Background: an optimization exercise with open tools, aiming at small area. Do not read the settings as production practice.
Function was not checked in any run shown here: the RTL went through the layout flow alone.
No activity file was given, so power comes from the tool's default toggle rates.

[flow/design.v]
module IntMemReqHold
  (
   AxVALIDhold,
   AxREADYhold,
   AxREADYhold_c,
   ACLK,
   ARESETn,
   AxVALID,
   AxREADY,
   xREADY,
   xVALID,
   xLAST
   );
  input	 ACLK;
  input	 ARESETn;
  output AxVALIDhold;    
  output AxREADYhold;    
  output AxREADYhold_c;  
  input	 AxVALID;        
  input	 AxREADY;        
  input	 xREADY;         
  input	 xVALID;         
  input	 xLAST;          
  wire	      wait_for_resp_in;
  reg	        wait_for_resp;
  assign AxVALIDhold = AxVALID & ~wait_for_resp;
  assign AxREADYhold = AxREADY & ~wait_for_resp;
  assign AxREADYhold_c = AxREADY & ~wait_for_resp_in;
  assign        wait_for_resp_in = ((AxREADY & AxVALID) | wait_for_resp) &  
				      ~(xLAST & xVALID & xREADY);  
  always @(posedge ACLK or negedge ARESETn)
    begin
      if (!ARESETn)
	begin
	  wait_for_resp <=   1'b0;
	end
      else
	begin
	  wait_for_resp <=   wait_for_resp_in;
	end
    end
endmodule
module IntMemAdrNxt
  (
    AddrIn,
    AxLEN,
    AxSIZE,
    AxBURST,
    AddrOut
  );
  input  [19 : 0] AddrIn;     
  input   [7 : 0] AxLEN;      
  input   [2 : 0] AxSIZE;     
  input   [1 : 0] AxBURST;    
  output [19 : 0] AddrOut;    
  wire [3:0]  mask;
  assign mask[3] = AxSIZE[2];
  assign mask[2] = AxSIZE[2] | (AxSIZE[1] & AxSIZE[0]);
  assign mask[1] = AxSIZE[2] | AxSIZE[1];
  assign mask[0] = AxSIZE[2] | AxSIZE[1] | AxSIZE[0];
  wire [19:0] IncrAddr = {AddrIn[19:4], AddrIn[3:0] | mask} + 20'd1;
  reg  [7:0]  win;
  always @(*) begin
    case (AxSIZE)
      3'd0:    win = {4'b0, AxLEN[3:0]};
      3'd1:    win = {3'b0, AxLEN[3:0], 1'b0};
      3'd2:    win = {2'b0, AxLEN[3:0], 2'b0};
      3'd3:    win = {1'b0, AxLEN[3:0], 3'b0};
      default: win = {AxLEN[3:0], 4'b0};
    endcase
  end
  wire [19:0] keep = {AddrIn[19:4], AddrIn[3:0] & ~mask};
  wire [19:0] WrapAddr = {keep[19:8],
                          (win & IncrAddr[7:0]) | (~win & keep[7:0])};
  assign AddrOut = (AxBURST == 2'b00) ? AddrIn :
                   (AxBURST == 2'b10) ? WrapAddr : IncrAddr;
endmodule
module IntMemAddrGen
  (
   ACLK,          
   ARESETn,       
   AxADDR,        
   AxSIZE,        
   AxBURST,       
   AxLEN,         
   AxID,          
   AxVALID,       
   AxREADY,       
   AddrOut,       
   AddrId,        
   AddrLast,      
   AddrValid,     
   DataLast,      
   xVALID,        
   xREADY         
   );
  parameter	    ID_WIDTH   = 4;            
  localparam	    ID_MAX     = ID_WIDTH-1;
  input		          ACLK;         
  input		          ARESETn;      
  input [31:0]	    AxADDR;       
  input [2:0]	      AxSIZE;       
  input [1:0]	      AxBURST;      
  input [7:0]	      AxLEN;        
  input [ID_MAX:0]  AxID;         
  input		          AxVALID;      
  input		          AxREADY;      
  output [31:0]	    AddrOut;      
  output [ID_MAX:0] AddrId;       
  output	          AddrLast;     
  output	          AddrValid;    
  output	          DataLast;     
  input		          xVALID;        
  input		          xREADY;        
  wire [31:0]	      AxADDR;        
  wire [2:0]	      AxSIZE;        
  wire [1:0]	      AxBURST;       
  wire [7:0]	      AxLEN;         
  wire [ID_MAX:0]   AxID;          
  wire		          AxVALID;       
  wire		          AxREADY;       
  wire [31:0]	      AddrOut;      
  wire [ID_MAX:0]   AddrId;       
  wire		          AddrLast;     
  wire		          AddrValid;    
  wire		          DataLast;     
  wire		          xVALID;        
  wire		          xREADY;        
  reg [31:0]	      AxADDRmuxr;
  reg [31:0]	      AxADDRr;
  reg [7:0]	        AxLENr;
  reg [ID_MAX:0]    AxIDr;
  reg [2:0]	        AxSIZEr;
  reg [1:0]	        AxBURSTr;
  wire [31:0]	      AxADDRmux;
  wire [7:0]	      AxLENmux;
  wire [ID_MAX:0]   AxIDmux;
  wire [2:0]	      AxSIZEmux;
  wire [1:0]	      AxBURSTmux;
  wire [31:0]	      AxADDRinc;
  wire		          enaddrmuxr;     
  wire [7:0]	      AddrCount;
  reg [7:0]	        AddrCountr;
  wire		          enaddrcount;  
  wire [7:0]	      DataCount;
  reg [7:0]	        DataCountr;
  wire		          endatacount;  
  wire		          validreq;     
  wire		          validresp;    
  wire		          validdata;    
  wire		          lastdata;     
  reg 		          nlastr;
  assign 	      validreq  = AxVALID & AxREADY;
  assign        validresp = xVALID & xREADY;
  assign        validdata = xVALID & xREADY & !DataLast;
  assign        lastdata  = xVALID & xREADY & DataLast;
  always @ (posedge ACLK or negedge ARESETn)
    if (!ARESETn)
      AxADDRmuxr[31:0]    <=   32'h00000000;
    else if (enaddrmuxr)
      AxADDRmuxr[31:0]    <=   AxADDRmux[31:0];
  assign 	enaddrmuxr = validreq | validdata;
  always @ (posedge ACLK)
    if (validreq) begin
      AxLENr[7:0]     <=   AxLEN[7:0];
      AxSIZEr[2:0]    <=   AxSIZE[2:0];
      AxBURSTr[1:0]   <=   AxBURST[1:0];
    end
  always @ (posedge ACLK or negedge ARESETn)
    if (!ARESETn)
      AxIDr[ID_MAX:0] <=   {ID_WIDTH{1'b0}};
    else if (validreq)
      AxIDr[ID_MAX:0] <=   AxID[ID_MAX:0];
  assign AxLENmux    = validreq ? AxLEN   : AxLENr;
  assign AxSIZEmux   = validreq ? AxSIZE  : AxSIZEr;
  assign AxBURSTmux  = validreq ? AxBURST : AxBURSTr;
  assign AxIDmux     = validreq ? AxID    : AxIDr;
  assign AddrOut[31:0]      = AxADDRmux[31:0];
  assign AddrId[ID_MAX:0]   = AxIDmux[ID_MAX:0];
  assign AxADDRmux[31:0]    = validreq
                              ? AxADDR[31:0]
                              : ((validresp)
                                  ? AxADDRinc[31:0]
                                  : AxADDRmuxr[31:0]);
IntMemAdrNxt u_IntMemAdrNxt
    ( 
     .AddrIn         (AxADDRmuxr[19:0]),
     .AxLEN          (AxLENr[7:0]),
     .AxSIZE         (AxSIZEr[2:0]),
     .AxBURST        (AxBURSTr[1:0]),
     .AddrOut        (AxADDRinc[19:0])
     );
  assign 	AxADDRinc[31:20] = AxADDRmuxr[31:20];
  assign AddrValid = validreq | ( validresp && !(AddrCountr[7:0]==8'h0) );
  assign AddrLast = (( AddrCount[7:0] == 8'h0 ) & validreq                            )    
                  | (( AddrCount[7:0] == 8'h0 ) & validresp & ( AddrCountr[7:0]!=8'h0 ));  
  assign AddrCount =
    (validreq | (AddrCountr == 0)) ? AxLENmux
                                   : (AddrCountr[7:0] - 8'h1);
  always @ (posedge ACLK or negedge ARESETn)
    if (!ARESETn)
      AddrCountr[7:0] <=   8'h0;
    else if (enaddrcount)
      AddrCountr[7:0] <=   AddrCount[7:0];
  assign enaddrcount = validreq | validresp;
  assign DataLast = validreq ? (AxLENmux==8'h0 & validresp) :  nlastr;
  assign DataCount[7:0] =  ((DataCountr==8'h0) ?              AxLENmux
                                              : (validreq ? ( AxLENmux - {7'b0,validresp})
                                                          : (DataCountr - 8'h1)));
  always @ (posedge ACLK or negedge ARESETn)
    if (!ARESETn)
      DataCountr[7:0] <=   8'h0;
    else if (endatacount)
      DataCountr[7:0] <=   DataCount[7:0];
  assign endatacount = validresp;
  always @ (posedge ACLK or negedge ARESETn)
    if (!ARESETn)
      nlastr   <=   1'b1;
    else
      nlastr   <=   validresp ? (DataCount==8'h1)
                                         : (validreq ? (AxLENmux==8'h0)
                                                     : (!xVALID & nlastr) );                                            
endmodule
module IntMemWrCtrl (
                   ACLK,
                   ARESETn,
                   AWID,
                   AWADDR,
                   AWLEN,
                   AWSIZE,
                   AWBURST,
                   AWVALID,
                   AWREADY,
                   AWLOCK,
                   WVALID,
                   WREADY,
                   BID,
                   BRESP,
                   BVALID,
                   BREADY,
                   WAddrValid,
                   WAddrReady,
                   WAddrOut
);
  parameter           DATA_WIDTH = 128;            
  parameter           ID_WIDTH   = 4;              
  localparam          DATA_MAX   = DATA_WIDTH-1;   
  localparam          ID_MAX     = ID_WIDTH-1;     
  input                     ACLK;        
  input                     ARESETn;     
  input [ID_MAX : 0]  AWID;        
  input [31 : 0]      AWADDR;      
  input [7 : 0]       AWLEN;       
  input [2 : 0]       AWSIZE;      
  input [1 : 0]       AWBURST;     
  input                     AWVALID;     
  output                    AWREADY;     
  input [1:0]               AWLOCK ;
  input                     WVALID;      
  output                    WREADY;      
  output [ID_MAX : 0] BID;         
  output [1 : 0]      BRESP;       
  output                    BVALID;      
  input                     BREADY;      
  output                    WAddrValid;  
  input                     WAddrReady;  
  output [31 : 0]     WAddrOut;    
  wire                      ACLK;        
  wire                      ARESETn;     
  reg         bresp0 ;
  wire [ID_MAX : 0]   AWID;        
  wire [31 : 0]       AWADDR;      
  wire [7 : 0]        AWLEN;       
  wire [2 : 0]        AWSIZE;      
  wire [1 : 0]        AWBURST;     
  wire                      AWVALID;     
  wire                      AWVALIDhold;
  wire                      AWREADY;     
  wire                      AWREADYi;
  wire                      AWREADYhold;
  wire                      WVALID;      
  wire                      WREADY;      
  wire [ID_MAX : 0]   BID;         
  wire [1 : 0]        BRESP;       
  wire                      BVALID;      
  wire                      BREADY;      
  wire                      WAddrValid;  
  wire                      WAddrReady;  
  wire [31 : 0]       WAddrOut;    
  wire [31 : 0]       AddrOut;
  wire [ID_MAX : 0]   AddrId;
  wire                      AddrLast;
  wire                      AddrValid;
  wire                      AddrReady;
  wire                      DataLast;
  wire                      wrongwid;
  wire                      brespi;
  reg [ID_MAX : 0]    bidr;
  reg                         bvalidr;
  reg                         wreadyr;
  reg                       AddrValidr;
  assign WAddrValid         = AddrValid;
  assign WAddrOut[31:0]     = AddrOut[31:0];
  assign AddrReady          = WAddrReady;
  assign AWREADY            = AWREADYhold;
  assign AWREADYi           = AWVALIDhold & WVALID & WAddrReady;
  assign WREADY             =   WAddrReady & ( AWVALIDhold ? WVALID : wreadyr) ;
  assign BID[ID_MAX:0]      = bidr[ID_MAX:0];
  assign BRESP[1:0]         = {1'b0, bresp0} ;
  assign brespi             = wrongwid;
  assign BVALID             = bvalidr;
  IntMemAddrGen #(ID_WIDTH) u_IntMemAddrGen
    (
     .ACLK(ACLK),
     .ARESETn(ARESETn),
     .AxADDR(AWADDR),
     .AxSIZE(AWSIZE),
     .AxBURST(AWBURST),
     .AxLEN(AWLEN),
     .AxID(AWID),
     .AxVALID(AWVALIDhold),
     .AxREADY(AWREADYhold),
     .AddrOut(AddrOut),
     .AddrId(AddrId),
     .AddrLast(AddrLast),
     .AddrValid(AddrValid),
     .DataLast(DataLast),
     .xVALID(WVALID),
     .xREADY(WREADY)
     );
  always @ (posedge ACLK or negedge ARESETn)
  begin
      if(!ARESETn)
          bresp0 <= 1'b0 ;
      else if(~bvalidr & AWVALID & AWREADY)
          bresp0 <= (AWLOCK == 2'b01) ;
  end
  always @ (posedge ACLK or negedge ARESETn)
    if (!ARESETn) begin
      bidr[ID_MAX:0] <=   ID_WIDTH*{1'b0};
      bvalidr        <=   1'b0;
      wreadyr        <=   1'b0;
    end else begin  
      bidr[ID_MAX:0] <=   DataLast ? AddrId[ID_MAX:0] : bidr[ID_MAX:0];
      bvalidr        <=   bvalidr  ? (!BREADY)        : (DataLast & AddrValid);
      wreadyr        <=   !AddrLast & WREADY;
    end 
  assign wrongwid = 1'b0;
  IntMemReqHold u_IntMemReqHold
    (
     .AxVALIDhold(AWVALIDhold),
     .AxREADYhold(AWREADYhold),
     .AxREADYhold_c (),
     .ACLK(ACLK),
     .ARESETn(ARESETn),
     .AxVALID(AWVALID),
     .AxREADY(AWREADYi),
     .xREADY(BREADY),
     .xVALID(BVALID),
     .xLAST(1'b1)
     );
endmodule
module IntMemRdCtrl (
                   ACLK,
                   ARESETn,
                   ARID,
                   ARADDR,
                   ARLEN,
                   ARSIZE,
                   ARBURST,
                   ARVALID,
                   ARREADY,
                   ARLOCK,
                   RID,
                   RLAST,
                   RDATA,
                   RRESP,
                   RVALID,
                   RREADY,
                   RAddrValid,
                   RAddrReady,
                   RAddrOut,
                   RData,
                   RResp
                  );
  parameter		DATA_WIDTH = 128;            
  parameter		ID_WIDTH   = 4;              
  localparam		DATA_MAX   = DATA_WIDTH-1;   
  localparam		ID_MAX     = ID_WIDTH-1;     
  input			            ACLK;        
  input			            ARESETn;     
  input [ID_MAX:0]	    ARID;        
  input [31:0]	        ARADDR;      
  input [7:0]		        ARLEN;       
  input [2:0]		        ARSIZE;      
  input [1:0]		        ARBURST;     
  input			            ARVALID;     
  output		            ARREADY;     
  input [1:0]		            ARLOCK;     
  output [ID_MAX:0]	    RID;         
  output		            RLAST;       
  output [DATA_MAX:0]	  RDATA;       
  output [1:0]   	      RRESP;       
  output		            RVALID;      
  input			            RREADY;      
  output		            RAddrValid;  
  input			            RAddrReady;  
  output [31:0]	        RAddrOut;    
  input			            RResp;       
  input [DATA_MAX:0]	  RData;       
  wire [ID_MAX:0]	      RID;         
  wire			            RLAST;       
  wire [DATA_MAX:0]	    RDATA;       
  wire [1:0]		        RRESP;       
  wire			            RVALID;      
  wire			            RREADY;      
  wire			            ARVALIDhold;
  wire			            ARREADYhold;
  wire			            RAddrValid;  
  wire			            RAddrReady;  
  wire [31:0]		        RAddrOut;    
  wire			            RResp;       
  wire [DATA_MAX:0]  	  RData;       
  wire [31:0]		        AddrOut;
  wire [31:0]		        MaskAddr;
  wire [31:0]		        AddrInv;
  wire [ID_MAX:0]	      AddrId;
  wire			            AddrLast;
  wire			            AddrValid;
  wire			            AddrReady;
  wire			            DataLast;
  reg			              DataValid;
  reg			              RDataHeld;
  reg			              RREADYr;
  reg			              AddrValidr;
  reg			              DataLastr;
  wire [DATA_MAX:0]	    RDatai;
  reg  [DATA_MAX:0]	    RDatar;
  wire [31:0]		        AddrBitUsed;
  reg  [127:0]		      ShiftMe;
  reg  [DATA_MAX:0]	    MaskDatar;
  wire [DATA_MAX:0]	    MaskAndDataX;
  wire [DATA_MAX:0]	    MaskOrDataX;
  reg  [DATA_MAX:0]	    RDATAr;
  reg			              ValidReqr;
  wire [2:0]		        Size;
  reg			              selRDATAr;
  wire                  AxREADYhold_c;
  reg [1:0] RRESP_TYPE ;
  assign RAddrValid         = AddrValid;
  assign RAddrOut[31:0]     = AddrOut[31:0];
  assign AddrReady          = RAddrReady;
  assign ARREADY            = ARREADYhold;
  assign RID[ID_MAX:0]      = AddrId [ID_MAX : 0];
  assign RLAST              = DataLast | DataLastr;
  assign RRESP[1:0]         = RRESP_TYPE;
  assign RVALID             = DataValid;
  assign RDATA[DATA_MAX:0]  = RDatai[DATA_MAX:0] ;
  assign RDatai[DATA_MAX:0]  = (AddrValidr)
                                ? RData[DATA_MAX:0]
                                : (RDatar[DATA_MAX:0] & {DATA_WIDTH{RDataHeld}});
  IntMemAddrGen #(ID_WIDTH) u_IntMemAddrGen
    (
     .ACLK     (ACLK),
     .ARESETn  (ARESETn),
     .AxADDR   (ARADDR),
     .AxSIZE   (ARSIZE),
     .AxBURST  (ARBURST),
     .AxLEN    (ARLEN),
     .AxID     (ARID),
     .AxVALID  (ARVALIDhold),
     .AxREADY  (ARREADYhold),
     .AddrOut  (AddrOut),
     .AddrId   (AddrId),
     .AddrLast (AddrLast),
     .AddrValid(AddrValid),
     .DataLast (DataLast),
     .xVALID   (RVALID),
     .xREADY   (RREADY)
     );
  always @ (posedge ACLK or negedge ARESETn)
    if (!ARESETn) begin
      DataValid  <=   1'b0;
      AddrValidr <=   1'b0;
      DataLastr  <=   1'b0;
      RDataHeld  <=   1'b0;
    end else begin
      DataValid  <=   	(AddrReady & AddrValid) ? 1'b1 :
	                         (RREADY ? 1'b0 : DataValid);
      AddrValidr <=   AddrValid;
      DataLastr  <=   (RREADY | (RVALID & ~DataLastr)) ? (DataLast & ~RREADY) : DataLastr;
      RDataHeld  <=   RDataHeld | AddrValidr;
    end 
  always @ (posedge ACLK)
    RDatar     <=   RDatai;
  always @ (posedge ACLK or negedge ARESETn)
  begin
      if(!ARESETn)
      begin
          RRESP_TYPE <= 2'b00 ;
      end
      else if(ARVALID & ARREADY)
      begin
          RRESP_TYPE <= {1'b0, ARLOCK == 2'b01};
      end
  end
  IntMemReqHold U_IntMemReqHold
    (
     .AxVALIDhold     (ARVALIDhold),
     .AxREADYhold     (ARREADYhold),
     .AxREADYhold_c   (AxREADYhold_c),
     .ACLK            (ACLK),
     .ARESETn         (ARESETn),
     .AxVALID         (ARVALID),
     .AxREADY         (RAddrReady),
     .xREADY          (RREADY),
     .xVALID          (RVALID),
     .xLAST           (RLAST)
   );
endmodule
module IntMemArb (
                   ACLK,
                   ARESETn,
                   mem_type,
                   read_done,
                   write_done,
                   remap,
                   waddr_valid,
                   axi_awvalid,
                   waddr_ready,
                   waddr_out,
                   axi_awaddr,
                   raddr_valid,
                   axi_arvalid,
                   raddr_ready,
                   raddr_out,
                   axi_araddr,
                   mem0_cs_n,
                   mem0_wr_n,
                   mem0_rd_n,
                   mem0_addr,
                   mem0_wr_addr,
                   mem1_cs_n,
                   mem1_wr_n,
                   mem1_rd_n,
                   mem1_addr,
                   mem1_wr_addr,
                   mem2_cs_n,
                   mem2_wr_n,
                   mem2_rd_n,
                   mem2_addr,
                   mem2_wr_addr 
);
input           ACLK;
input           ARESETn;
input           mem_type;
input           read_done;
input           write_done;
input           remap;
input           axi_awvalid;
input           waddr_valid;
input  [31:0]   waddr_out; 
output          waddr_ready;
input  [31:0]   axi_awaddr;    
input           axi_arvalid;
input           raddr_valid;
input  [31:0]   raddr_out;      
output          raddr_ready;
input  [31:0]   axi_araddr;   
output          mem0_cs_n;
output          mem0_wr_n;
output          mem0_rd_n;
output [31:0]   mem0_addr;
output [31:0]   mem0_wr_addr;
output          mem1_cs_n;
output          mem1_wr_n;
output          mem1_rd_n;
output [31:0]   mem1_addr;
output [31:0]   mem1_wr_addr;
output          mem2_cs_n;
output          mem2_wr_n;
output          mem2_rd_n;
output [31:0]   mem2_addr;
output [31:0]   mem2_wr_addr;
parameter IDLE   = 2'b00;
parameter RD     = 2'b01;
parameter WR     = 2'b10;
parameter RDWR   = 2'b11;
reg [31:16] waddr;
reg [31:16] raddr;  
wire        arb_c;
wire        arb_r;
wire        arb_w;
reg [1:0]   mem_status;
reg         waddr_ready;
reg         raddr_ready;
wire        sp_mem;     
wire [31:0] mux_addr;
wire     mem_cs_n      = !( waddr_valid | raddr_valid );
wire     mem_bank0     = mem0_addr[20]; 
wire     mem_bank1     = !mem0_addr[20];
wire     mem_sub_bank0 = ~((mem0_addr[18:15]==4'h0)&(mem0_addr[14:12]==3'd0|mem0_addr[14:12]==3'd1));
wire     mem_sub_bank1 = ((mem0_addr[18:15]==4'h0)&(mem0_addr[14:12]==3'd0|mem0_addr[14:12]==3'd1));
assign   mem0_cs_n    = mem_cs_n ; 
assign   mem0_wr_n    = (!waddr_valid) | mem0_cs_n;
assign   mem0_rd_n    = !raddr_valid | mem0_cs_n;
assign   mem0_wr_addr = waddr_out;
assign   mem1_cs_n    = 1'b1; 
assign   mem1_wr_n    = (!waddr_valid) | mem1_cs_n;
assign   mem1_rd_n    = (!raddr_valid) | mem1_cs_n;
assign   mem1_wr_addr = waddr_out;
assign   mem2_cs_n    = 1'b1; 
assign   mem2_wr_n    = (!waddr_valid) | mem2_cs_n;
assign   mem2_rd_n    = (!raddr_valid) | mem2_cs_n;
assign   mem2_wr_addr = waddr_out;
assign   mux_addr     = ( mem_status == 2'b01 ) ? raddr_out  : waddr_out ; 
assign   sp_mem       = ( mem_type == 1'b0 );
assign   mem0_addr    = raddr_out;
assign   mem1_addr    = sp_mem ? mux_addr : raddr_out;
assign   mem2_addr    = sp_mem ? (mux_addr-14'h2000) : raddr_out;
always @(posedge ACLK)begin
     if (axi_awvalid)
         waddr[31:16] <= axi_awaddr[31:16];
end         
always @(posedge ACLK)begin
     if (axi_arvalid)
         raddr[31:16] <= axi_araddr[31:16];
end   
    assign arb_c =  (axi_awaddr[31:16] == axi_araddr[31:16]) ? 1'b1 : 1'b0;
    assign arb_w =  (axi_awaddr[31:16] == raddr[31:16]) ? 1'b1 : 1'b0;
    assign arb_r =  (waddr[31:16] == axi_araddr[31:16]) ? 1'b1 : 1'b0;
always @(posedge ACLK or negedge ARESETn)begin
     if(!ARESETn) begin
         waddr_ready   <= 1'b0;
         raddr_ready   <= 1'b0;
         mem_status    <= 2'b00;
     end 
     else case (mem_status)
        IDLE: begin
             if(axi_awvalid & !axi_arvalid) begin
                mem_status    <= WR;
                raddr_ready   <= 1'b0;
                waddr_ready   <= 1'b1;
             end
             else if(axi_arvalid & !axi_awvalid) begin
                mem_status    <= RD;
                waddr_ready   <= 1'b0;
                raddr_ready   <= 1'b1;
             end
             else if(axi_awvalid & axi_arvalid & arb_c) begin
                mem_status    <= WR;
                waddr_ready   <= 1'b1;
                raddr_ready   <= 1'b0;
             end
             else if(axi_awvalid & axi_arvalid & !arb_c) begin
                mem_status    <= RDWR;
                waddr_ready   <= 1'b1;
                raddr_ready   <= 1'b1;
             end
         end
         WR: begin
             if (write_done & axi_arvalid) begin
                mem_status    <= RD;
                waddr_ready   <= 1'b0;
                raddr_ready   <= 1'b1;
             end    
             else if(axi_arvalid & !arb_r) begin
                mem_status    <= RDWR;
                waddr_ready   <= waddr_ready;
                raddr_ready   <= 1'b1;
             end
             else if (write_done) begin
                mem_status    <= IDLE;
                waddr_ready   <= 1'b0;
                raddr_ready   <= 1'b0;
             end
         end
         RD: begin    
             if (read_done & axi_awvalid) begin
                mem_status    <= WR;
                waddr_ready   <= 1'b1;
                raddr_ready   <= 1'b0;
             end    
             else if(axi_awvalid & !arb_w) begin
                mem_status    <= RDWR;
                waddr_ready   <= 1'b1;
                raddr_ready   <= raddr_ready;
             end
             else if (read_done) begin
                mem_status    <= IDLE;
                waddr_ready   <= 1'b0;
                raddr_ready   <= 1'b0;
             end
         end
         default: begin    
             if(read_done & write_done) begin
                mem_status    <= IDLE;
                waddr_ready   <= 1'b0;
                raddr_ready   <= 1'b0;
             end
             else if (read_done ) begin
                mem_status    <= WR;
                waddr_ready   <= waddr_ready;
                raddr_ready   <= 1'b0;
             end    
             else if (write_done) begin
                mem_status    <= RD;
                waddr_ready   <= 1'b0;
                raddr_ready   <= raddr_ready;
             end
         end
    endcase
end
endmodule
module IntMem (
            scan_en,
            aclk,
            areset_n,
            mem_type,
            remap,
            axi_awid,
            axi_awaddr,
            axi_awlen,
            axi_awsize,
            axi_awburst,
            axi_awlock,
            axi_awcache,
            axi_awprot,
            axi_awvalid,
            axi_awready,
            axi_wdata,
            axi_wstrb,
            axi_wlast,
            axi_wvalid,
            axi_wready,
            axi_bid,
            axi_bresp,
            axi_bvalid,
            axi_bready,
           axi_arid,      
           axi_araddr,       
           axi_arlen,     
           axi_arsize,    
           axi_arburst,   
           axi_arlock,    
           axi_arcache,   
           axi_arprot,    
           axi_arvalid,   
           axi_arready,
           axi_rid,
           axi_rdata,
           axi_rresp,
           axi_rlast,
           axi_rvalid,
           axi_rready,
           mem0_cs_n,
           mem0_wr_n,
           mem0_rd_n,
           mem0_wr_byte_en,
           mem0_addr,
           mem0_wr_addr,
           mem0_din,
           mem0_dout,
           mem1_cs_n,
           mem1_wr_n,
           mem1_rd_n,
           mem1_wr_byte_en,
           mem1_addr,
           mem1_wr_addr,
           mem1_din,
           mem1_dout,
           mem2_cs_n,
           mem2_wr_n,
           mem2_rd_n,
           mem2_wr_byte_en,
           mem2_addr,
           mem2_wr_addr,
           mem2_din,
           mem2_dout 
);
parameter             ID_WIDTH   = 12;           
parameter             DATA_WIDTH = 128;          
localparam            ID_MAX     = ID_WIDTH-1;
input               scan_en;
input               aclk;                                               
input               areset_n;
input               mem_type;  
input               remap;
input  [ ID_MAX:0]  axi_awid;
input  [31:0]       axi_awaddr;
input  [ 7:0]       axi_awlen;   
input  [ 2:0]       axi_awsize;   
input  [ 1:0]       axi_awburst;   
input  [ 1:0]       axi_awlock;   
input  [ 3:0]       axi_awcache;   
input  [ 2:0]       axi_awprot;   
input               axi_awvalid;
output              axi_awready;
input  [DATA_WIDTH-1:0]      axi_wdata;
input  [DATA_WIDTH/8-1:0]       axi_wstrb;
input               axi_wlast;
input               axi_wvalid;
output              axi_wready;
output [ ID_MAX:0]  axi_bid;
output [ 1:0]       axi_bresp;
output              axi_bvalid;
input               axi_bready;
input  [ ID_MAX:0]  axi_arid;
input  [31:0]       axi_araddr;   
input  [ 7:0]       axi_arlen;
input  [ 2:0]       axi_arsize;
input  [ 1:0]       axi_arburst;
input  [ 1:0]       axi_arlock;
input  [ 3:0]       axi_arcache;
input  [ 2:0]       axi_arprot;
input               axi_arvalid;
output              axi_arready;
output [ ID_MAX:0]  axi_rid;
output [DATA_WIDTH-1:0]      axi_rdata;
output [ 1:0]       axi_rresp;
output              axi_rlast;   
output              axi_rvalid;       
input               axi_rready;
output              mem0_cs_n;    
output              mem0_wr_n;    
output              mem0_rd_n;    
output  [DATA_WIDTH/8-1:0]      mem0_wr_byte_en;
output  [31:0]      mem0_addr;    
output  [31:0]      mem0_wr_addr; 
output  [DATA_WIDTH-1:0]      mem0_din;
input   [DATA_WIDTH-1:0]      mem0_dout;
output              mem1_cs_n;    
output              mem1_wr_n;    
output              mem1_rd_n;    
output  [DATA_WIDTH/8-1:0]      mem1_wr_byte_en;
output  [31:0]      mem1_addr;    
output  [31:0]      mem1_wr_addr; 
output  [DATA_WIDTH-1:0]     mem1_din;
input   [DATA_WIDTH-1:0]     mem1_dout;
output              mem2_cs_n;    
output              mem2_wr_n;    
output              mem2_rd_n;    
output  [DATA_WIDTH/8-1:0]      mem2_wr_byte_en;
output  [31:0]      mem2_addr;    
output  [31:0]      mem2_wr_addr; 
output  [DATA_WIDTH-1:0]     mem2_din;
input   [DATA_WIDTH-1:0]     mem2_dout;
wire                waddr_valid;
wire                waddr_ready;
wire  [31:0]        waddr_out;
wire                raddr_valid;
wire                raddr_ready;
wire  [31:0]        raddr_out;
wire  [DATA_WIDTH-1:0]       rdata;
wire  [7:0]         mem_wr_mask;
wire                read_done;
wire                write_done;
assign  rdata           = mem0_dout;
assign  mem0_din        =  axi_wdata;
assign  mem0_wr_byte_en =  axi_wstrb;
assign  mem1_din        =  axi_wdata;
assign  mem1_wr_byte_en =  axi_wstrb;
assign  mem2_din        =  axi_wdata;
assign  mem2_wr_byte_en =  axi_wstrb;
assign  read_done      =  ( axi_rready & axi_rlast & axi_rvalid ) ;
assign  write_done     =  ( axi_bvalid & axi_bready ) ;
IntMemWrCtrl #(DATA_WIDTH,ID_WIDTH) u_IntMemWrCtrl(
                   .ACLK                 (aclk),
                   .ARESETn              (areset_n),
                   .AWID                 (axi_awid), 
                   .AWADDR               (axi_awaddr),
                   .AWLEN                (axi_awlen),
                   .AWSIZE               (axi_awsize),
                   .AWBURST              (axi_awburst),
                   .AWVALID              (axi_awvalid),
                   .AWREADY              (axi_awready),
                   .AWLOCK               (axi_awlock),
                   .WVALID               (axi_wvalid),
                   .WREADY               (axi_wready),
                   .BID                  (axi_bid),
                   .BRESP                (axi_bresp),
                   .BVALID               (axi_bvalid),
                   .BREADY               (axi_bready),
                   .WAddrValid           (waddr_valid),
                   .WAddrReady           (waddr_ready),
                   .WAddrOut             (waddr_out)
);
IntMemRdCtrl #(DATA_WIDTH,ID_WIDTH) u_IntMemRdCtrl(
                   .ACLK                 (aclk),
                   .ARESETn              (areset_n),
                   .ARID                 (axi_arid),
                   .ARADDR               (axi_araddr),
                   .ARLEN                (axi_arlen),
                   .ARSIZE               (axi_arsize),
                   .ARBURST              (axi_arburst),
                   .ARVALID              (axi_arvalid),
                   .ARREADY              (axi_arready),
                   .ARLOCK               (axi_arlock),
                   .RID                  (axi_rid),
                   .RLAST                (axi_rlast),
                   .RDATA                (axi_rdata),
                   .RRESP                (axi_rresp),
                   .RVALID               (axi_rvalid),
                   .RREADY               (axi_rready),
                   .RAddrValid           (raddr_valid),
                   .RAddrReady           (raddr_ready),
                   .RAddrOut             (raddr_out),
                   .RData                (rdata),
                   .RResp                (1'b0)
                  );
IntMemArb u_IntMemArb (
                   .ACLK                 (aclk),
                   .ARESETn              (areset_n),
                   .mem_type             (mem_type),
                   .read_done            (read_done),
                   .write_done           (write_done),
                   .remap                (remap),
                   .waddr_valid          (waddr_valid),
                   .axi_awvalid          (axi_awvalid),
                   .waddr_ready          (waddr_ready),
                   .waddr_out            (waddr_out),
                   .axi_awaddr           (axi_awaddr),
                   .raddr_valid          (raddr_valid),
                   .axi_arvalid          (axi_arvalid),                   
                   .raddr_ready          (raddr_ready),
                   .raddr_out            (raddr_out),
                   .axi_araddr           (axi_araddr),
                   .mem0_cs_n             (mem0_cs_n),
                   .mem0_wr_n             (mem0_wr_n),
                   .mem0_rd_n             (mem0_rd_n),
                   .mem0_addr             (mem0_addr),
                   .mem0_wr_addr          (mem0_wr_addr),
                   .mem1_cs_n             (mem1_cs_n),
                   .mem1_wr_n             (mem1_wr_n),
                   .mem1_rd_n             (mem1_rd_n),
                   .mem1_addr             (mem1_addr),
                   .mem1_wr_addr          (mem1_wr_addr),
                   .mem2_cs_n             (mem2_cs_n),
                   .mem2_wr_n             (mem2_wr_n),
                   .mem2_rd_n             (mem2_rd_n),
                   .mem2_addr             (mem2_addr),
                   .mem2_wr_addr          (mem2_wr_addr)
);
endmodule
[flow/run.sh]
#!/bin/bash
# synth_recipe.tcl (not shown) runs the flow's synth.tcl, then flattens the netlist and writes it again
# the make line also repeats each setting of config.mk as NAME=value (left out here)
make -C /OpenROAD-flow-scripts/flow DESIGN_CONFIG=/design/flow/config.mk WORK_HOME=/design/flow/orfs CLKGATE_MAP_FILE= SYNTH_SCRIPT=/design/flow/synth_recipe.tcl finish
[flow/config.mk]
export PLATFORM = sky130hd
export DESIGN_NAME = IntMem
export DESIGN_NICKNAME = IntMem
export VERILOG_FILES = /design/flow/design.v
export SDC_FILE = /design/flow/constraint.sdc
export NUM_CORES = 4
export LEC_CHECK = 0
export CAP_MARGIN = 20
export CORE_AREA = 10 10 530 530
export DIE_AREA = 0 0 540 540
export SLEW_MARGIN = 20
[flow/constraint.sdc]
create_clock -name core_clock -period 11.0 [get_ports {aclk}]
set_input_delay 2.2000 -clock core_clock [delete_from_list [all_inputs] [get_ports {aclk}]]
set_output_delay 2.2000 -clock core_clock [all_outputs]
set_load 0.01 [all_outputs]
==> results of run 1 <==
## worst min-delay path, cell delays in order, from the launching register on
cell and delay [ns]:
dfrtp_1 0.32, nand2_1 0.06, nand2_1 0.06
## Yosys cell counts, types with 53 or more instances
cell type    n
a21oi_1     68
a22o_1     129
buf_4      520
clkbuf_1    76
dfrtp_1    146
dfxtp_1    144
inv_1       56
mux2_2      70
nand2_1    318
nor2_1     118
o21ai_0    108
xnor2_1     58
xor2_1      53
## metrics by stage
step | utilization, % | setup slack (ns) | hold slack [ns] | cell area (um2)
global placement | 10.2 | 1.80 | 0.448 | 27500
global route | 10.8 | 1.55 | 0.484 | 28900
finish | 10.8 | 1.97 | 0.467 | 28900
detailed placement | 10.2 | 1.72 | 0.453 | 27500
CTS | 10.7 | 1.70 | 0.472 | 28900
floorplan | - | 4.19 | 0.432 | 20900
## registers in the layout (all words and copies together) (netlist names), 12 cells and up
name and count:
u_IntMemArb.raddr 16, u_IntMemArb.waddr 16, u_IntMemRdCtrl.RDatar 128, u_IntMemRdCtrl.u_IntMemAddrGen.AxADDRmuxr 32, u_IntMemRdCtrl.u_IntMemAddrGen.AxIDr 12, u_IntMemWrCtrl.bidr 12, u_IntMemWrCtrl.u_IntMemAddrGen.AxADDRmuxr 32, u_IntMemWrCtrl.u_IntMemAddrGen.AxIDr 12
## per-layer routing
| metal | track usage, % | vias up |
|---|---|---|
| li1 | - | 7689 |
| met1 | 7.22 | 8238 |
| met2 | 16.5 | 1306 |
| met3 | 9.26 | 280 |
| met4 | 4.19 | 16 |
| met5 | 1.17 | - |
## kinds of logic (layout without fill, tap and decap cells)
kind of cell	count (synthesis)	in the layout	synth area share, %
buffers and inverters	683	791	21.8
and+or+nand+nor	645	645	14.5
AOI/OAI and AO/OA	430	430	14.7
DFF	334	334	37.6
muxes	112	112	5.82
xor gates and xnor gates	111	111	4.66
adders and majority gates	15	15	0.900
other	2	10	0.0360
## worst paths after layout
kind,start,to,slack (ns),depth (start not counted)
setup reg to reg,u_IntMemRdCtrl.U_IntMemReqHold.wait_for_resp$_DFF_PN0_,u_IntMemRdCtrl.u_IntMemAddrGen.nlastr$_DFF_PN1_,7.08,14
setup / recovery,axi_awvalid,mem2_addr[25],1.97,13
hold reg to reg,u_IntMemWrCtrl.u_IntMemAddrGen.AxADDRmuxr[30]$_DFFE_PN0P_,u_IntMemWrCtrl.u_IntMemAddrGen.AxADDRmuxr[30]$_DFFE_PN0P_,0.47,2
hold / removal,u_IntMemWrCtrl.u_IntMemAddrGen.AxADDRmuxr[30]$_DFFE_PN0P_,u_IntMemWrCtrl.u_IntMemAddrGen.AxADDRmuxr[30]$_DFFE_PN0P_,0.47,2
min in group asynchronous,areset_n,u_IntMemWrCtrl.u_IntMemAddrGen.DataCountr[6]$_DFFE_PN0P_,1.61,1
max in group asynchronous,areset_n,u_IntMemRdCtrl.u_IntMemAddrGen.AxIDr[9]$_DFF_PN0_,8.07,2
## cell type report
class	count	share of cell area, %
clock buffers	62	4.29
flip-flops and latches	334	27.2
well taps	3552	15.4
multi-input cells	1321	29.5
diodes	2	0.0173
repair buffers	652	22.3
clock inverters	18	0.524
inverters	59	0.775
## power by group
| group | internal, mW | switching, mW | total (mW) |
|---|---|---|---|
| combinational | 1.69 | 2.49 | 4.18 |
| sequential | 1.63 | 0.312 | 1.94 |
| clock | 0.814 | 0.650 | 1.46 |
| total | 4.14 | 3.45 | 7.59 |
==> flow_summary.ini, run 1 <==
[clock_network]
ctsHoldBuffers = 0
clkSinkCount = 334
cts_tree = yes
cts_resized = 0
cts_root_buf = clkbuf_16
clk_pin_slew_ns = 0.06
clock_path_buffers = 3
post-cts-setup-buffer-count = 0
htree_levels = 2
numCtsBuffers = 45
clk_latency_ns = 0.65

[detailed_routing]
m1WireLength_mm = 38.6
routed_via_density = 2.92
drc = 0
wl_per_cell_um = 24.9
highest_layer = met5
totalWireLength_mm = 149
vias = 17529
wl_met2_mm = 71.1
dr.first_iter.drc_count = 1041
dr_wl_met3_mm = 31.9
antenna_left = 0
firstDrtPassIters = 6

[synthesis]
synth_seq_cells = 334
synth_ff_type = dfrtp_1
synth_top_cell_by_area = buf_4
synth-edff-count = 42
async_reset_ff_share_pct = 44.3
yosys_warnings = 6
yosysSeqAreaShare_pct = 37.6
synthCells = 2332
synth_area_per_cell_um2 = 8.94
synthesis.area_um2 = 20900
yosysUniqueCellTypes = 94
ys_top_cells_by_area = buf_4 19%, dfrtp_1 18%, dfxtp_1 14%
synth_top_area_share_pct = 18.7

[layout]
nFillCells = 30930
nNetsFinal = 3099
final_cell_mix = 602 x clkdlybuf4s50_1, 318 x nand2_1, 145 x dfrtp_1
final_common_cell = clkdlybuf4s50_1
drive_above_1_share_pct = 9.73
multiInputGateArea_um2 = 8530
fin_cells = 6000
seqCellArea_um2 = 7850
synthToLayoutAreaGrowth_pct = 38.5

[timing]
setup_violations = 0
finalCritPeriodShare_pct = 82.1
clock.fmax_mhz = 111
slew_headroom_pct = 22.5
hold_viol = 0
worstMarginPinSlew_ns = 1.16
fin_setup_tns_ns = 0
maxSlewViolCount = 0
rsz0062_at_grt = no
fin_crit_ns = 9.03
finClkSkew_ns = 0.0248

[worst_setup_path]
cpMaxStageDelayCell = clkdlybuf4s50_1
path_buf_inv = 2
path_cells = buf_2 > nand2b_1 > a211o_1 > nor4_1 > xnor2_1 > o21ai_1 > a21oi_1 > ha_1 > o21ai_4 > nor3_4 > xor2_1 > a221o_1 > clkdlybuf4s50_1
cp_top_family = compound AO/OA/AOI/OAI gates
crit_required_ns = 8.80
criticalPathCategory = input port to output pin
start_kind = input port
crit_arrival_ns = 6.83
end_kind = output pin
crit_path_max_fanout = 24
max_stage_delay_ns = 0.72

[power_and_ir_drop]
leakage_nw = 10.3
irDropWorstVdd_mv = 0.128
finalPower_mw = 7.59
powerDensity_nw_per_um2 = 263

[placed_design]
place_congestion = 0.840
placed_cells = 5918
portBuffers = 608
hpwlAfterDp_mm = 129

[global_routing]
antenna_found_initial = 22
grt_pass1_vias = 18254
grt_overflow = 0
grt_max_degree = 117
grtUsageTotal_pct = 9.67
grt_pass1_wl_mm = 188

[floorplan]
initial_core_util_pct = 7.76
die-area_um2 = 292000
die_w_um = 540
coreArea_um2 = 269000
fp.dieH_um = 540
io_pins = 1466
fp-row-count = 190

[worst_hold_path]
hold_class = flop to flop

[run_status]
status = timing/DRC/antenna clean

[job]
drv_cap = 0
==> inputs of run 2 (changes only) <==
==> flow/flow/run.sh (new file) <==
#!/bin/bash
set -euo pipefail
export BUFFER_PORTS_ARGS="-buffer_cell sky130_fd_sc_hd__buf_1"
export CTS_ARGS="-sink_clustering_enable -repair_clock_nets -dont_use_dummy_load -buf_list {sky130_fd_sc_hd__clkbuf_2 sky130_fd_sc_hd__clkbuf_4 sky130_fd_sc_hd__clkbuf_8}"
export RECOVER_POWER=100
bash standard.sh finish > standard_flow.log 2>&1
==> flow/standard.sh (new file) <==
#!/bin/bash
# synth_recipe.tcl (not shown) runs the flow's synth.tcl, then flattens the netlist and writes it again
# the make line also repeats each setting of config.mk as NAME=value (left out here)
make -C /OpenROAD-flow-scripts/flow DESIGN_CONFIG=/design/flow/config.mk WORK_HOME=/design/flow/orfs CLKGATE_MAP_FILE= SYNTH_SCRIPT=/design/flow/synth_recipe.tcl "${@:-finish}"
--- a/flow/config.mk
+++ b/flow/config.mk
@@ -5,6 +5,7 @@
 export SDC_FILE = /design/flow/constraint.sdc
 export NUM_CORES = 4
 export LEC_CHECK = 0
+export ABC_AREA = 1
 export CAP_MARGIN = 20
 export CORE_AREA = 10 10 530 530
 export DIE_AREA = 0 0 540 540
removed: flow/run.sh
==> run 2 against run 1 <==
  * Now fails the layout checks on capacitance limit, slew limit
  * Setup slack worse by 0.40 ns
  * Clock power down 31%
  * Critical path depth increased by 5
  * Cell area decreased by 14%
  * Die area is the same
  * Via count increased by 9.5%
  * Utilization down 1.5 points
  * First-iteration DRC count grew 22%
  * Critical path type unchanged
==> flow_summary.ini, run 2 <==
[synthesis]
synth_ff_type = dfrtp_1
synth-compound-area-share_pct = 8.94
synth_top_family_by_area = simple AND/OR/NAND/NOR gates
yosysUniqueCellTypes = 62
yosysSeqAreaShare_pct = 36.5
synth_top_area_share_pct = 18.2
synth_area_per_cell_um2 = 7.50
synth-adder-area-share_pct = 0.873
ys_top_cells_by_count = 754 x nand2_1, 522 x buf_4, 228 x nand3_1
synthesis.area_um2 = 21500
synthCells = 2866
synth-edff-count = 42
ys_top_cells_by_area = buf_4 18%, dfrtp_1 17%, dfxtp_1 13%
synthMuxAreaShare_pct = 0
synth_seq_cells = 334
synth_xor_area_share_pct = 3.14
yosys_warnings = 6
async_reset_ff_share_pct = 44.3
synth_top_cell_by_area = buf_4
yosysMostFrequentCell = nand2_1
synth_simple_gate_area_share_pct = 26.3

[global_routing]
antenna_found_initial = 60
grtUsageTotal_pct = 10.8
grt_pass1_vias = 18707
grt_pass1_wl_mm = 206
grt_max_degree = 104
grt_overflow = 0
grt-busiest-layer = met2
use_met3_pct = 10.8
grt_use_met1_pct = 7.99
grtUsageMet2_pct = 18.5

[placed_design]
pre_cts_ws_ns = 2.42
portBuffers = 608
hpwlAfterDp_mm = 146
place_congestion = 0.861
placed_cells = 6457

[layout]
final_common_cell = nand2_1
nNetsFinal = 3654
nFillCells = 31703
fin_cells = 6537
reg.largest.list = u_IntMemRdCtrl.RDatar: 128 flops, u_IntMemRdCtrl.u_IntMemAddrGen.AxADDRmuxr: 32 flops, u_IntMemWrCtrl.u_IntMemAddrGen.AxADDRmuxr: 32 flops
seqCellArea_um2 = 7850
drive_above_1_share_pct = 6.00
final_cell_mix = 762 x nand2_1, 486 x buf_1, 229 x nand3_1
multiInputGateArea_um2 = 8400
regMostFlops = u_IntMemRdCtrl.RDatar
largest_reg_flops = 128
synthToLayoutAreaGrowth_pct = 16.1

[worst_setup_path]
crit_path_max_fanout = 33
criticalPathCategory = input port to output pin
start_kind = input port
worst_path_most_repeated_cell = nand2_1
path_cells = buf_1 > clkbuf_1 > inv_1 > nor2_1 > nand2_4 > nand2_4 > nand3_4 > nor2_1 > nand3_1 > nand2_1 > nand3_1 > nand2_1 > nand2_1 > nand2_1 > nor2_8 > xor2_1 > o21ai_0 > buf_1
cp_top_family = simple AND/OR/NAND/NOR gates
path_buf_inv = 4
crit_arrival_ns = 7.23
crit_required_ns = 8.80
max_stage_delay_ns = 0.96
end_kind = output pin
cpMaxStageDelayCell = clkbuf_1

[detailed_routing]
firstDrtPassIters = 6
dr.first_iter.drc_count = 1265
wl_per_cell_um = 25.5
drc = 0
routed_via_density = 2.94
vias = 19188
totalWireLength_mm = 167
antenna_left = 0

[floorplan]
fp-row-count = 190
io_pins = 1466
die_w_um = 540
fp.dieH_um = 540
initial_core_util_pct = 8.00
coreArea_um2 = 269000
die-area_um2 = 292000

[timing]
slew_headroom_pct = -124
setup_violations = 0
worstMarginPinSlew_ns = 3.36
clock.fmax_mhz = 106
fin_crit_ns = 9.43
hold_viol = 0
fin_setup_tns_ns = 0
maxSlewViolCount = 333
setup_ws_ns = 1.57
rsz0062_at_grt = no
finalCritPeriodShare_pct = 85.7
finClkSkew_ns = 0.103

[power_and_ir_drop]
p_int_mw = 2.61
leakage_nw = 9.91
p_switching_mw = 2.90
combPwrFrac_pct = 51.6
irDropWorstVdd_mv = 0.128
p_clk_share_pct = 18.4
swShare_pct = 52.6
powerDensity_nw_per_um2 = 221
seq_power_share_pct = 30.0

[clock_network]
cts_tree = yes
numCtsBuffers = 61
ctsHoldBuffers = 0
clk_pin_slew_ns = 0.04
clock_path_buffers = 3
clkSinkCount = 334
clk_latency_ns = 0.76
htree_levels = 2
cts_root_buf = clkbuf_8
post-cts-setup-buffer-count = 0
cts_resized = 0

[job]
drv_cap = 9

[run_status]
status = complete, but fails checks
so_faults = capacitance limit, slew limit

[worst_hold_path]
hold_class = flop to flop
[run 2: changes by cell type after synthesis, moves of 40 or more]
cell / change
a22o_1: -128
o21ai_0: +67
mux2_2: -70
inv_1: +157
nand3_1: +189
nand2_1: +436
mux2i_1: -40
[run 2: worst min-delay path, stage by stage, from the launching register on]
cell and delay, ns:
dfxtp_1 0.29, nand3_1 0.07, nand2_1 0.06
[run 2: per-layer routing]
layer,up-vias,part of all wire (%)
met5,-,0.21
met4,18,4.8
met3,280,22
met2,1410,47
met1,8567,26
li1,8913,-
[run 2: cell families (layout without fill, tap and decap cells)]
group,after synthesis,count (layout)
AO/OA/AOI/OAI,330,330
adder cells (fa/ha/maj),15,15
other,2,27
flip-flops,334,334
XOR/XNOR,77,77
AND/OR/NAND/NOR,1264,1264
buffers and inverters,844,938
[run 2: final cells by class]
cell class	instances	area share (%)
clock buffer	61	3.37
sequential	334	31.5
timing repair buffer	647	10.0
antenna	19	0.191
tap	3552	17.8
multi-input combinational	1694	33.7
inverter	230	3.47
[run 2: worst paths after layout]
| check | from | endpoint | slack [ns] | cells past startpoint |
|---|---|---|---|---|
| min in group asynchronous | areset_n | u_IntMemWrCtrl.bidr[2]$_DFFE_PN0P_ | 1.50 | 2 |
| worst max register to register | u_IntMemRdCtrl.AddrValidr$_DFF_PN0_ | u_IntMemRdCtrl.RDatar[85]$_DFF_P_ | 4.93 | 4 |
| worst max-delay path | axi_awvalid | mem2_addr[17] | 1.57 | 18 |
| worst min register to register | u_IntMemRdCtrl.RDatar[49]$_DFF_P_ | u_IntMemRdCtrl.RDatar[49]$_DFF_P_ | 0.47 | 2 |
| max in group asynchronous | areset_n | u_IntMemRdCtrl.u_IntMemAddrGen.AddrCountr[5]$_DFFE_PN0P_ | 6.04 | 3 |
| worst min-delay path | u_IntMemRdCtrl.RDatar[49]$_DFF_P_ | u_IntMemRdCtrl.RDatar[49]$_DFF_P_ | 0.47 | 2 |
[run 2: stage by stage]
stage          total power, mW  hold WS (ns)  utilization [%]  cell area [um2]
2_1_floorplan             3.41         0.443                -            21500
3_3_place_gp              4.71         0.457             9.05            24300
3_5_place_dp              4.72         0.457             9.05            24300
4_1_cts                   5.79         0.469             9.36            25100
5_1_grt                   5.99         0.484             9.28            24900
6_report                  5.51         0.468             9.29            24900
[run 2: power by group through the flow]
| stage | Clock, mW | Combinational, mW | Sequential, mW |
|---|---|---|---|
| 6_report | 1.01 | 2.84 | 1.65 |
| 2_1_floorplan | 0 | 1.81 | 1.60 |
| 3_5_place_dp | 0 | 3.04 | 1.68 |
| 4_1_cts | 1.08 | 3.05 | 1.66 |
| 3_3_place_gp | 0 | 3.04 | 1.68 |
| 5_1_grt | 1.11 | 3.20 | 1.68 |
==> inputs of run 3 (changes only) <==
==> flow/flow/run.sh (replaced) <==
#!/bin/bash

set -euo pipefail
export BUFFER_PORTS_ARGS="-buffer_cell sky130_fd_sc_hd__buf_1"
export CTS_ARGS="-sink_clustering_enable -repair_clock_nets -dont_use_dummy_load -buf_list {sky130_fd_sc_hd__clkbuf_2 sky130_fd_sc_hd__clkbuf_4 sky130_fd_sc_hd__clkbuf_8}"
bash standard.sh finish > standard_flow.log 2>&1
==> run 3 against run 2 <==
  * Now clean on timing, DRC and antenna
  * Flip-flop and latch count unchanged
  * First-iteration DRC count decreased by 0.87%
  * Critical endpoint is now mem1_addr[4]
  * Sequential power about the same
==> flow_summary.ini, run 3 <==
[run_status]
status = timing/DRC/antenna clean

[timing]
finalCritPeriodShare_pct = 77.3
setup_violations = 0
worstMarginPinSlew_ns = 1.18
fin_hold_ws_ns = 0.467
fin_setup_tns_ns = 0
maxSlewViolCount = 0
clock.fmax_mhz = 118
fin_crit_ns = 8.50
hold_viol = 0
slew_headroom_pct = 21.3
rsz0062_at_grt = no
finClkSkew_ns = 0.106

[floorplan]
io_pins = 1466
coreArea_um2 = 269000
die-area_um2 = 292000
initial_core_util_pct = 8.00
die_w_um = 540
fp-row-count = 190
fp.dieH_um = 540

[worst_setup_path]
start_kind = input port
end_kind = output pin
criticalPathCategory = input port to output pin
crit_required_ns = 8.80
crit_arrival_ns = 6.30
crit_path_max_fanout = 33

[global_routing]
antenna_found_initial = 56
grt_max_degree = 104
grt_pass1_wl_mm = 206
grt_overflow = 0
grt_pass1_vias = 18707
grtUsageTotal_pct = 10.8

[layout]
drive_above_1_share_pct = 7.99
design_area_um2 = 25200
final_common_cell = nand2_1
largest_reg_flops = 128
reg.largest.list = u_IntMemRdCtrl.RDatar: 128 flops, u_IntMemRdCtrl.u_IntMemAddrGen.AxADDRmuxr: 32 flops, u_IntMemWrCtrl.u_IntMemAddrGen.AxADDRmuxr: 32 flops
final_cell_mix = 754 x nand2_1, 605 x buf_1, 228 x nand3_1
synthToLayoutAreaGrowth_pct = 17.2
nNetsFinal = 3654
regMostFlops = u_IntMemRdCtrl.RDatar

[synthesis]
synth_top_area_share_pct = 18.2
ys_top_cells_by_count = 754 x nand2_1, 522 x buf_4, 228 x nand3_1
yosys_warnings = 6
ys_top_cells_by_area = buf_4 18%, dfrtp_1 17%, dfxtp_1 13%
async_reset_ff_share_pct = 44.3
yosysSeqAreaShare_pct = 36.5
synthesis.area_um2 = 21500
synthCells = 2866
synth_top_cell_by_area = buf_4
yosysMostFrequentCell = nand2_1
synth_seq_cells = 334
yosysUniqueCellTypes = 62
synth_ff_type = dfrtp_1
synth-edff-count = 42
synth_area_per_cell_um2 = 7.50

[detailed_routing]
dr.first_iter.drc_count = 1254
routed_via_density = 2.93
drc = 0
antenna_left = 0
wl_per_cell_um = 25.5
totalWireLength_mm = 167
firstDrtPassIters = 7
vias = 19148

[placed_design]
portBuffers = 608
place_congestion = 0.861
placed_area_um2 = 24300
hpwlAfterDp_mm = 146

[power_and_ir_drop]
leakage_nw = 10.1
powerDensity_nw_per_um2 = 221
irDropWorstVdd_mv = 0.125

[clock_network]
ctsHoldBuffers = 0
clk_pin_slew_ns = 0.05
clkSinkCount = 334
cts_root_buf = clkbuf_8
clk_latency_ns = 0.77
htree_levels = 2
cts_tree = yes
post-cts-setup-buffer-count = 0
cts_resized = 0
clock_path_buffers = 3
numCtsBuffers = 61

[job]
drv_cap = 0

[worst_hold_path]
hold_class = flop to flop
## run 3: worst max-delay path: stages
cell and delay, ns:
buf_1 0.47, nand2_1 0.14, inv_2 0.09, nand2_4 0.29, nand2_4 0.25, nand2_2 0.33, nor2_4 0.28, inv_2 0.09
nor3_2 0.14, o21ai_0 0.11, a21oi_1 0.19, xor2_1 0.10, o21ai_2 0.89, nand2_1 0.10, nand2_1 0.13, buf_1 0.44
## run 3: power breakdown
group | internal [mW] | switching (mW)
Sequential | 1.47 | 0.185
Combinational | 0.694 | 2.21
Clock | 0.482 | 0.535
Total | 2.65 | 2.93
## run 3: routing by layer
layer  vias up  part of all wire (%)  GRT usage, %
met5         -                  0.20         0.747
met4        16                   4.8          4.40
met3       273                    22          10.8
met2      1406                    47          18.5
met1      8539                    26          7.99
li1       8914                     -             -
## run 3: worst paths after layout
path	from	end	slack [ns]	cells past startpoint
max	axi_wvalid	mem1_addr[4]	2.50	16
min in group asynchronous	areset_n	u_IntMemWrCtrl.bidr[2]$_DFFE_PN0P_	1.49	2
min reg2reg	u_IntMemRdCtrl.RDatar[23]$_DFF_P_	u_IntMemRdCtrl.RDatar[23]$_DFF_P_	0.47	2
max in group asynchronous	areset_n	u_IntMemRdCtrl.u_IntMemAddrGen.AddrCountr[5]$_DFFE_PN0P_	8.00	3
max reg2reg	u_IntMemArb.waddr_ready$_DFFE_PN0P_	u_IntMemWrCtrl.u_IntMemAddrGen.AxADDRmuxr[0]$_DFFE_PN0P_	7.20	10
min	u_IntMemRdCtrl.RDatar[23]$_DFF_P_	u_IntMemRdCtrl.RDatar[23]$_DFF_P_	0.47	2
## run 3: per-stage QoR
step                total power, mW  std cells  setup WS, ns  utilization (%)
detailed placement             4.72       6457          2.42             9.05
global placement               4.71       6457          2.42             9.05
floorplan                      3.41       2872          4.65                -
CTS                            5.79       6518          2.41             9.36
global route                   6.04       6522          2.20             9.36
finish                         5.57       6537          2.50             9.38
## run 3: kinds of logic (layout without fill, tap and decap cells)
logic type	count (synthesis)	in the layout	share of synthesized area [%]
simple gates	1264	1264	26.3
xor+xnor	77	77	3.14
flops	334	334	36.5
buf+inv	844	938	24.2
compound gates	330	330	8.94
other cells	2	27	0.0349
fa+ha+maj	15	15	0.873
## run 3: cell type report
type,instances,area (um2)
Multi-Input combinational cell,1694,8540
Fill cell,31657,243000
Inverter,230,867
Sequential cell,334,7860
Tap cell,3552,4440
Antenna cell,19,47.5
Clock buffer,61,840
Timing Repair Buffer,647,2600

afterwards: timing with drivers on the ports:
How much do the figures lean on ideal ports? The routed layouts below were timed once more, with nothing changed but the port constraints. Step 1: set_driving_cell puts a clkbuf_16 on aclk and a buf_2 on each other input, an assumption about the parent block. Step 2 also shifts input and output timing later by t, the mid clock arrival at the registers, as if the neighbouring blocks saw the same clock. Three values: no drivers, after step 1, after step 2; two values: the first two.
run | t (ns) | setup WS [ns] | hold slack, ns | latest minus earliest clock arrival (ns) | worst slew at a driven data input, ns
run 1 | 0.718 | 1.973 / 1.893 / 1.893 | 0.467 / 0.467 / 0.467 | 0.033 / 0.033 | 0.67
run 2 | 0.812 | 1.574 / 1.461 / 1.461 | 0.468 / 0.468 / 0.468 | 0.144 / 0.143 | 0.76
run 3 | 0.813 | 2.501 / 2.466 / 2.466 | 0.467 / 0.467 / 0.467 | 0.146 / 0.146 | 0.78
For run 2, which loses most, drivers alone change the setup slack by -0.113 ns; drivers and shift together by -0.113 ns.
